This is an optimization exercise on Yosys and OpenROAD, whose aim is small area, a short achievable clock period and few clock cycles per item, not a production implementation. The RTL was checked by simulation tests, not by an equivalence proof against the original design. Power is estimated from default activity; no workload was simulated.

==> flow/design.v <==
module bloom_bram #(
  parameter BIT_ARRAY_SIZE = 1024,
  parameter ADDR_WIDTH     = $clog2(BIT_ARRAY_SIZE)
)(
  input  logic                     clk,
  input  logic                     clr,
  input  logic [31:0]              row0,
  input  logic [4:0]               col0,
  input  logic [31:0]              row1,
  input  logic [4:0]               col1,
  output logic                     dout0,
  output logic                     dout1
);
  localparam ROWS = 32;
  localparam COLS = 32;
  logic [BIT_ARRAY_SIZE-1:0] mem;
  logic [COLS-1:0] col0d, col1d;
  assign col0d = {{(COLS-1){1'b0}}, 1'b1} << col0;
  assign col1d = {{(COLS-1){1'b0}}, 1'b1} << col1;
  logic [BIT_ARRAY_SIZE-1:0] set;
  for (genvar i = 0; i < BIT_ARRAY_SIZE; i++) begin : g_set
    assign set[i] = (row0[i / COLS] & col0d[i % COLS]) | (row1[i / COLS] & col1d[i % COLS]);
  end
  always_ff @(posedge clk) begin
    if (clr)
      mem <= '0;
    else
      mem <= mem | set;
  end
  logic [COLS-1:0] hit0, hit1;
  for (genvar c = 0; c < COLS; c++) begin : g_rd
    logic [ROWS-1:0] colbits;
    for (genvar r = 0; r < ROWS; r++) begin : g_r
      assign colbits[r] = mem[r * COLS + c];
    end
    assign hit0[c] = col0d[c] & |(row0 & colbits);
    assign hit1[c] = col1d[c] & |(row1 & colbits);
  end
  assign dout0 = |hit0;
  assign dout1 = |hit1;
endmodule
module bloom_filter_optimized #(
  parameter BIT_ARRAY_SIZE = 1024,
  parameter HASH_WIDTH     = $clog2(BIT_ARRAY_SIZE)
)(
  input  logic                clk,
  input  logic                rst_n,        
  input  logic                enable,       
  input  logic [31:0]         src_ip,       
  input  logic [31:0]         dest_ip,      
  input  logic [15:0]         tag,          
  output logic                safe,         
  output logic                output_valid, 
  output logic [63:0]         header,       
  output logic [15:0]         out_tag,      
  output logic                busy          
);
  assign busy = 1'b0;
  function automatic [31:0] jsum (input logic [31:0] h, input logic [7:0] b);
    jsum = h + (h << 10) + {14'd0, b, 2'd0, b};
  endfunction
  function automatic [31:0] jmix (input logic [31:0] x);
    jmix = x ^ (x >> 6);
  endfunction
  function automatic [HASH_WIDTH-1:0] jfinal (input logic [31:0] f);
    logic [20:0] g;
    begin
      g = f[20:0] + {f[17:0], 3'd0};
      jfinal = g[9:0] ^ g[20:11];
    end
  endfunction
  logic        v1, v2, v3, v4, v5;
  logic [79:0] d1, d2, d3, d4, d5;        
  logic [31:0] s2, t2, s3, t3, s4, t4;    
  logic [HASH_WIDTH-1:0] hs, hd;
  logic [31:0] rs5, rd5;
  logic [4:0]  cs5, cd5;
  logic rd_s, rd_d;
  assign hs = jfinal(jmix(s4));
  assign hd = jfinal(jmix(t4));
  always_ff @(posedge clk) begin
    d1 <= {src_ip, dest_ip, tag};
    d2 <= d1;
    d3 <= d2;
    d4 <= d3;
    d5 <= d4;
    s2 <= jsum(jmix({14'd0, d1[55:48], 2'd0, d1[55:48]}), d1[63:56]);
    t2 <= jsum(jmix({14'd0, d1[23:16], 2'd0, d1[23:16]}), d1[31:24]);
    s3 <= jsum(jmix(s2), d2[71:64]);
    t3 <= jsum(jmix(t2), d2[39:32]);
    s4 <= jsum(jmix(s3), d3[79:72]);
    t4 <= jsum(jmix(t3), d3[47:40]);
    rs5 <= v4 ? 32'd1 << hs[9:5] : 32'd0;
    cs5 <= hs[4:0];
    rd5 <= v4 ? 32'd1 << hd[9:5] : 32'd0;
    cd5 <= hd[4:0];
    header  <= d5[79:16];
    out_tag <= d5[15:0];
    safe    <= rd_s & rd_d;
  end
  logic clr;
  always_ff @(posedge clk)
    clr <= !rst_n;
  always_ff @(posedge clk) begin
    if (!rst_n) begin
      v1 <= 1'b0;
      v2 <= 1'b0;
      v3 <= 1'b0;
      v4 <= 1'b0;
      v5 <= 1'b0;
      output_valid <= 1'b0;
    end else begin
      v1 <= enable;
      v2 <= v1;
      v3 <= v2;
      v4 <= v3;
      v5 <= v4;
      output_valid <= v5;
    end
  end
  bloom_bram #(
    .BIT_ARRAY_SIZE(BIT_ARRAY_SIZE),
    .ADDR_WIDTH(HASH_WIDTH)
  ) u_bram (
    .clk(clk),
    .clr(clr),
    .row0(rs5),
    .col0(cs5),
    .row1(rd5),
    .col1(cd5),
    .dout0(rd_s),
    .dout1(rd_d)
  );
endmodule
==> flow/config.mk <==
export PLATFORM = sky130hd
export DESIGN_NAME = bloom_filter_optimized
export DESIGN_NICKNAME = bloom_filter_optimized
export VERILOG_FILES = /design/flow/design.v
export SDC_FILE = /design/flow/constraint.sdc
export NUM_CORES = 4
export LEC_CHECK = 0
export CAP_MARGIN = 10
export CORE_MARGIN = 2
export CORE_UTILIZATION = 50
export PLACE_DENSITY = 0.65
export SLEW_MARGIN = 10
==> flow/constraint.sdc <==
create_clock -name core_clock -period 14.0 [get_ports {clk}]
set_input_delay 2.8000 -clock core_clock [delete_from_list [all_inputs] [get_ports {clk}]]
set_output_delay 2.8000 -clock core_clock [all_outputs]
set_load 0.01 [all_outputs]
standard.sh (not shown) runs the stock make flow with config.mk's settings and CLKGATE_MAP_FILE= SYNTH_SCRIPT=/design/flow/synth_recipe.tcl, a recipe that flattens the netlist after the stock synthesis.
==> flow/flow/run.sh <==
#!/bin/bash
# Standard ORFS layout (the standard.sh), with the timing repair steps
# aiming for more setup slack than the design's clock period needs, plain
# buffers on the ports and a clock tree without dummy loads and with larger
# sink clusters.  The flow's output goes to its own log.
set -euo pipefail
bash standard.sh \
  SETUP_SLACK_MARGIN=10.1 \
  "BUFFER_PORTS_ARGS=-buffer_cell sky130_fd_sc_hd__buf_1" \
  "CTS_ARGS=-sink_clustering_enable -repair_clock_nets -dont_use_dummy_load -sink_clustering_size 35 -sink_clustering_max_diameter 70" \
  finish > standard_flow.log 2>&1
The baseline produced a clean layout.
Testbench counts at the start, summed over its fixed seeds: cycles 12,048, items 12,000.
Then changed:
--- a/flow/flow/run.sh
+++ b/flow/flow/run.sh
@@ -9,3 +9,3 @@
   "BUFFER_PORTS_ARGS=-buffer_cell sky130_fd_sc_hd__buf_1" \
-  "CTS_ARGS=-sink_clustering_enable -repair_clock_nets -dont_use_dummy_load -sink_clustering_size 35 -sink_clustering_max_diameter 70" \
+  "CTS_ARGS=-sink_clustering_enable -repair_clock_nets -dont_use_dummy_load -sink_clustering_size 28 -sink_clustering_max_diameter 60" \
   finish > standard_flow.log 2>&1
CAP_MARGIN = 20   (was 10)
SLEW_MARGIN = 20   (was 10)
- setup slack loses 0.022 ns
- wire length increases by 0.34%
- core utilization increases by 0.48 points
- via count increases by 0.58%
- sequential share of layout area decreases by 0.38 points
- count of clock-buffer cells in the layout increases by 27
- die area is unchanged
- clock skew decreases by 0.027 ns
- final cell count barely changes
- total power increases by 2.3%
- sequential cell count stays the same
Then changed:
--- a/flow/flow/run.sh
+++ b/flow/flow/run.sh
@@ -9,3 +9,3 @@
   "BUFFER_PORTS_ARGS=-buffer_cell sky130_fd_sc_hd__buf_1" \
-  "CTS_ARGS=-sink_clustering_enable -repair_clock_nets -dont_use_dummy_load -sink_clustering_size 28 -sink_clustering_max_diameter 60" \
+  "CTS_ARGS=-sink_clustering_enable -repair_clock_nets -dont_use_dummy_load -sink_clustering_size 35 -sink_clustering_max_diameter 70" \
   finish > standard_flow.log 2>&1
PLACE_DENSITY = 0.72   (was 0.65)
Result:
- The changed run finished clean
- clock power goes down by 13%
- cell count fell by 0.36%
- design area drops by 0.94%
- synthesized cell count is unchanged
- synthesized area is unchanged
- power goes down by 2.3%
- worst setup slack got worse by 0.021 ns
- routed wire length shrinks by 1.1%
- first-iteration DRC count climbs by 16%
- fmax decreases by 0.52%
- critical path depth stays the same
Then changed:
CORE_UTILIZATION = 45   (was 50)
PLACE_DENSITY = 0.6   (was 0.72)
Outcome:
- register-to-register slack barely changes
- clock power rises by about 7%
- worst hold slack got worse by 0.0063 ns
- non-clock buffer count rises by 9

## afterwards: timing with drivers on the ports
Ports are ideal in the flow. The routed layouts listed here were re-timed in OpenROAD.
Step 1 sets driving cells, clkbuf_16 on the clock port and buf_2 on the other inputs (assumed; they add their load-dependent delay and slew).
Step 2 also shifts input and output timing later by t, the mid clock arrival at the registers, as if the neighbouring blocks saw the same clock.
Three values: ideal, step 1, step 2; two values: the first two.
| run | shift t [ns] | setup WS [ns] | latest minus earliest clock arrival (ns) |
|---|---|---|---|
| the first run | 0.817 | 9.957 / 9.880 / 10.216 | 0.128 / 0.128 |
| the second run | 0.843 | 9.935 / 9.856 / 10.195 | 0.065 / 0.065 |
| the third run | 0.823 | 9.913 / 9.834 / 10.176 | 0.125 / 0.124 |
| the fourth run | 0.844 | 9.897 / 9.812 / 10.169 | 0.110 / 0.110 |
After both steps setup and hold are still met in every run listed.
